From an optimization exercise on the open Yosys and OpenROAD flow, aimed at small area, a short achievable clock period and few clock cycles; shortcuts taken in it are not production practice. At most, simulation tests tie the RTL to the original design; equivalence was not proved. No activity file was given, so power comes from the tool's default toggle rates.

==> 05-22: inputs <==
==> flow/design.v (excerpt) <==
module std_fp_smult_pipe #(
    parameter WIDTH = 32,
    parameter INT_WIDTH = 16,
    parameter FRAC_WIDTH = 16
) (
    input  [WIDTH-1:0]              left,
    input  [WIDTH-1:0]              right,
    input  logic                    reset,
    input  logic                    go,
    input  logic                    clk,
    output logic [WIDTH-1:0]        out,
    output logic                    done
);
  logic done_r;
  always_ff @(posedge clk) begin
    if (reset) done_r <= 1'b0;
    else done_r <= go;
  end
  assign done = done_r;
  wire [15:0] one, two, negz;
  wire xs0_0;
  wire xs0_1;
  wire xs0_2;
  wire xs0_3;
  wire xs0_4;
  wire xs0_5;
  wire xs0_6;
  wire xs0_7;
  wire xs0_8;
  wire xs0_9;
  wire xs0_10;
  wire xs0_11;
  wire xs0_12;
  wire xs0_13;
  wire xs0_14;
  wire xs0_15;
  wire xs0_16;
  wire xs0_17;
  wire xs0_18;
  wire xs0_19;
  wire xs0_20;
  wire xs0_21;
  wire xs0_22;
  wire xs0_23;
  wire xs0_24;
  wire xs0_25;
  wire xs0_26;
  wire xs0_27;
  wire xs0_28;
  wire xs0_29;
  wire xs0_30;
  wire xs0_31;
  wire xs0_32;
  wire pp0_0;
  wire pp0_1;
  wire pp0_2;
  wire pp0_3;
  wire pp0_4;
  wire pp0_5;
  wire pp0_6;
  wire pp0_7;
  wire pp0_8;
  wire pp0_9;
  wire pp0_10;
  wire pp0_11;
  wire pp0_12;
  wire pp0_13;
  wire pp0_14;
  wire pp0_15;
  wire pp0_16;
  wire pp0_17;
  wire pp0_18;
  wire pp0_19;
  wire pp0_20;
  wire pp0_21;
  wire pp0_22;
  wire pp0_23;
  ...
Settings: LEC_CHECK=0, CAP_MARGIN=20, CORE_MARGIN=2, CORE_UTILIZATION=40, SETUP_SLACK_MARGIN=2.5, SLEW_MARGIN=20, SYNTH_HIERARCHICAL=1, TNS_END_PERCENT=0; clock period 7.5 ns.
run.sh (not shown) runs the stock make flow with config.mk's settings and CLKGATE_MAP_FILE= SYNTH_SCRIPT=/design/flow/synth_recipe.tcl, a recipe that flattens the netlist after the stock synthesis.
==> 06-05 (differences from 05-22) <==
--- a/flow/config.mk
+++ b/flow/config.mk
@@ -9,6 +9,5 @@
 export CORE_MARGIN = 2
 export CORE_UTILIZATION = 40
-export SETUP_SLACK_MARGIN = 2.5
+export SETUP_SLACK_MARGIN = 3.0
 export SLEW_MARGIN = 20
 export SYNTH_HIERARCHICAL = 1
-export TNS_END_PERCENT = 0
==> 11-14 (differences from 05-22) <==
--- a/flow/config.mk
+++ b/flow/config.mk
@@ -8,7 +8,7 @@
 export CAP_MARGIN = 20
 export CORE_MARGIN = 2
-export CORE_UTILIZATION = 40
-export SETUP_SLACK_MARGIN = 2.5
+export CORE_UTILIZATION = 60
+export PLACE_DENSITY = 0.7
+export SETUP_SLACK_MARGIN = 2.0
 export SLEW_MARGIN = 20
 export SYNTH_HIERARCHICAL = 1
-export TNS_END_PERCENT = 0
==> run notes <==
Status
The run finished with no timing, DRC or antenna violations.

Pwr
Of the total power, the clock network draws 4.0%. IR analysis of the VDD net gives a maximum drop of 1.03 mV.

Timing
The minimum clock period after layout is 5510 ps.
Source of the figures above: 11-14

==> run notes <==
Pwr
Power attributed to combinational cells is 12800 uW. The maximum vdd ir drop is 0.361 mV.

Placement
The total half-perimeter wirelength after legalization and detailed placement is 58400 um.

Status
The run finished with no timing, DRC or antenna violations.

Worst setup path
In this design, the stage delay of the slowest critical-path cell is 460 ps.
Source of the figures above: 06-05

==> run notes <==
Status
The flow ran to the end and the layout has no timing, DRC or antenna violations.

Worst setup path
In this run the number of cells on the critical path is 9.

Logic synthesis
The portion of synthesized cell area occupied by the leading cell type is 36.6%.

Timing
Setup violations remaining at the end of the flow were counted as 0.

Pwr
Across the VDD grid, the largest voltage drop is 0.298 mV.
Source of the figures above: 05-22

Testbench counts of 05-22, summed over its fixed seeds: cycles 4,008.
Testbench counts of 06-05, summed over its fixed seeds: cycles 4,008.
Testbench counts of 11-14, summed over its fixed seeds: cycles 4,008.


==> wip/willow <==
std_fp_smult_pipe, a different RTL version from the one above (not shown whole).
==> flow/config.mk <==
export PLATFORM = sky130hd
export DESIGN_NAME = std_fp_smult_pipe
export DESIGN_NICKNAME = std_fp_smult_pipe
export VERILOG_FILES = /design/flow/design.v
export SDC_FILE = /design/flow/constraint.sdc
export NUM_CORES = 4
export LEC_CHECK = 0
export CAP_MARGIN = 20
export CORE_MARGIN = 2
export CORE_UTILIZATION = 40
export SETUP_SLACK_MARGIN = 2.5
export SLEW_MARGIN = 20
export SYNTH_HIERARCHICAL = 1
==> flow/constraint.sdc <==
create_clock -name core_clock -period 7.5 [get_ports {clk}]
set_input_delay 1.5000 -clock core_clock [delete_from_list [all_inputs] [get_ports {clk}]]
set_output_delay 1.5000 -clock core_clock [all_outputs]
set_load 0.01 [all_outputs]
standard.sh (not shown) runs the stock make flow with config.mk's settings and CLKGATE_MAP_FILE= SYNTH_SCRIPT=/design/flow/synth_recipe.tcl, a recipe that flattens the netlist after the stock synthesis.
==> flow/flow/run.sh <==
#!/bin/bash
# Layout flow: the standard ORFS flow (standard.sh, unchanged synthesis),
# with extra ORFS variables from flow/extra.env (port buffer cell choice and
# timing-repair options). Each tool's full output is in orfs/logs/...; the
# make output is in standard.log.
set -euo pipefail
here=$(pwd)
set -a
source "$here/flow/extra.env"
set +a
bash "$here/standard.sh" > "$here/standard.log" 2>&1
==> flow/flow/extra.env <==
BUFFER_PORTS_ARGS="-buffer_cell sky130_fd_sc_hd__buf_4"
==> inputs of wip/fjord, as changes to wip/willow <==
==> flow/flow/run.sh (replaced) <==
#!/bin/bash
# Layout flow: the standard ORFS flow (standard.sh, unchanged synthesis),
# run stage by stage with extra ORFS variables from flow/extra.env: the port
# buffer cell and the setup-repair margin of each stage (MARGIN_FP for the
# floorplan sizing, MARGIN_CTS after clock-tree synthesis, MARGIN_GRT after
# global routing). Each tool's full output is in orfs/logs/...; the make output
# of each stage is in standard_<stage>.log.
set -euo pipefail
here=$(pwd)
set -a
source "$here/flow/extra.env"
set +a
SETUP_SLACK_MARGIN=$MARGIN_FP bash "$here/standard.sh" synth > "$here/standard_synth.log" 2>&1
SETUP_SLACK_MARGIN=$MARGIN_FP bash "$here/standard.sh" floorplan > "$here/standard_floorplan.log" 2>&1
SETUP_SLACK_MARGIN=$MARGIN_CTS bash "$here/standard.sh" place > "$here/standard_place.log" 2>&1
SETUP_SLACK_MARGIN=$MARGIN_CTS bash "$here/standard.sh" cts > "$here/standard_cts.log" 2>&1
SETUP_SLACK_MARGIN=$MARGIN_GRT bash "$here/standard.sh" finish > "$here/standard_finish.log" 2>&1
==> flow/flow/extra.env (replaced) <==
BUFFER_PORTS_ARGS="-buffer_cell sky130_fd_sc_hd__buf_2"
MARGIN_FP=3.5
MARGIN_CTS=2.5
MARGIN_GRT=2.5
SETUP_SLACK_MARGIN = unset   (was 2.5)
==> comparison table <==
	wip/fjord	wip/willow
Count of placed standard cells in the final layout, fillers left out	2606	2594
Global-route wire length before repair	108000 µm	104000 µm
Number of global-route vias before repair	17600	17100
Final weighted congestion of routability-driven global placement	0.898	0.887
Seq. cell area	1620 µm²	1620 µm²
CP Launch Point	r30_0$_DFF_P_	right[21]
Clock group share of total power	4.6%	4.4%
Combinational group share of total power	87.0%	87.2%
Met3 routing resource usage after global routing	5.13%	4.59%
Placement Cell Area	22700 µm²	22200 µm²
Count of multi-input gates	1642	1638
Synth-to-layout area growth	15.4%	13.2%
Met3 wire length	6490 µm	5770 µm
Final period demand of the worst path	4.96 ns	4.96 ns
Result of the run	complete, no violations	complete, no violations
Count of vias placed by the detailed router	16500	16200
Clock network contribution to total cell area	1.29%	1.30%
Share of the core filled with cells in the final layout	47.0%	46.1%
Testbench counts of wip/willow, summed over its fixed seeds: cycles 4,008.
Testbench counts of wip/fjord, summed over its fixed seeds: cycles 4,008.


==> inputs of v12 <==
Another version of the RTL of std_fp_smult_pipe (not shown whole).
clock: 7.5 ns
lec_check: 0
cap_margin: 20
core_margin: 2
core_utilization: 40
setup_slack_margin: 2.5
slew_margin: 20
synth_hierarchical: 1
==> flow/flow/run.sh <==
#!/bin/bash
# Layout flow: the standard ORFS flow (standard.sh, unchanged synthesis),
# with extra ORFS variables from flow/extra.env (port buffer cell choice and
# timing-repair options). Each tool's full output is in orfs/logs/...; the
# make output is in standard.log.
set -euo pipefail
here=$(pwd)
set -a
source "$here/flow/extra.env"
set +a
bash "$here/standard.sh" > "$here/standard.log" 2>&1
==> flow/flow/extra.env <==
BUFFER_PORTS_ARGS="-buffer_cell sky130_fd_sc_hd__buf_4"
==> v26 (differences from v12) <==
==> flow/flow/extra.env (replaced) <==
BUFFER_PORTS_ARGS="-buffer_cell sky130_fd_sc_hd__buf_2"
==> flow_summary.ini <==
[run_status]
status = finished clean

[critical_path]
crit_path_max_fanout = 31

[layout]
nNetsFinal = 2497
seq_share_pct = 6.82

[power_and_ir_drop]
power_density_mw_per_mm2 = 430
Source of the figures above: v26

==> flow_summary.ini <==
[run_status]
status = finished clean

[power_and_ir_drop]
power_density_mw_per_mm2 = 453

[layout]
seq_share_pct = 6.88

[clock_network]
clkTransAtPathRegs_ps = 70

[critical_path]
crit_path_max_fanout = 42
Source of the figures above: v12

Function was not checked in any run of this note: the RTL went through the layout flow alone.

-- port drivers added, routing unchanged --
The results above use ideal ports. As a check the final layouts listed here were re-extracted and re-timed, cells and wires unchanged.
Step 1: set_driving_cell puts a clkbuf_16 on clk and a buf_2 on each other input, an assumption about the parent block.
Step 2, shift: input delay + t, output delay - t, t = (earliest + latest rising clock arrival at the registers) / 2. This alone moves slack from input paths to output paths.
Three values: ideal ports, drivers, drivers and shift; two values: the first two.
run | t (ns) | slack for setup (ns) | worst setup path at the end | pins driven straight from the clock port
05-22 | 0.442 | 2.158 / 2.192 / 1.750 | input to register | 1
06-05 | 0.442 | 2.470 / 2.415 / 2.266 | input to register | 1
11-14 | 0.429 | 1.993 / 1.949 / 1.591 | input to register | 1
wip/willow | 0.441 | 2.537 / 2.516 / 2.075 | input to register | 1
wip/fjord | 0.446 | 2.545 / 2.483 / 2.158 | input to register | 1
v12 | 0.427 | 2.437 / 2.458 / 2.030 | input to register | 1
v26 | 0.444 | 2.510 / 2.470 / 2.085 | input to register | 1
After both steps every run listed still meets setup and hold. The setup slack of wip/willow, which loses most, moves by -0.021 ns with the drivers and by -0.462 ns with both steps.
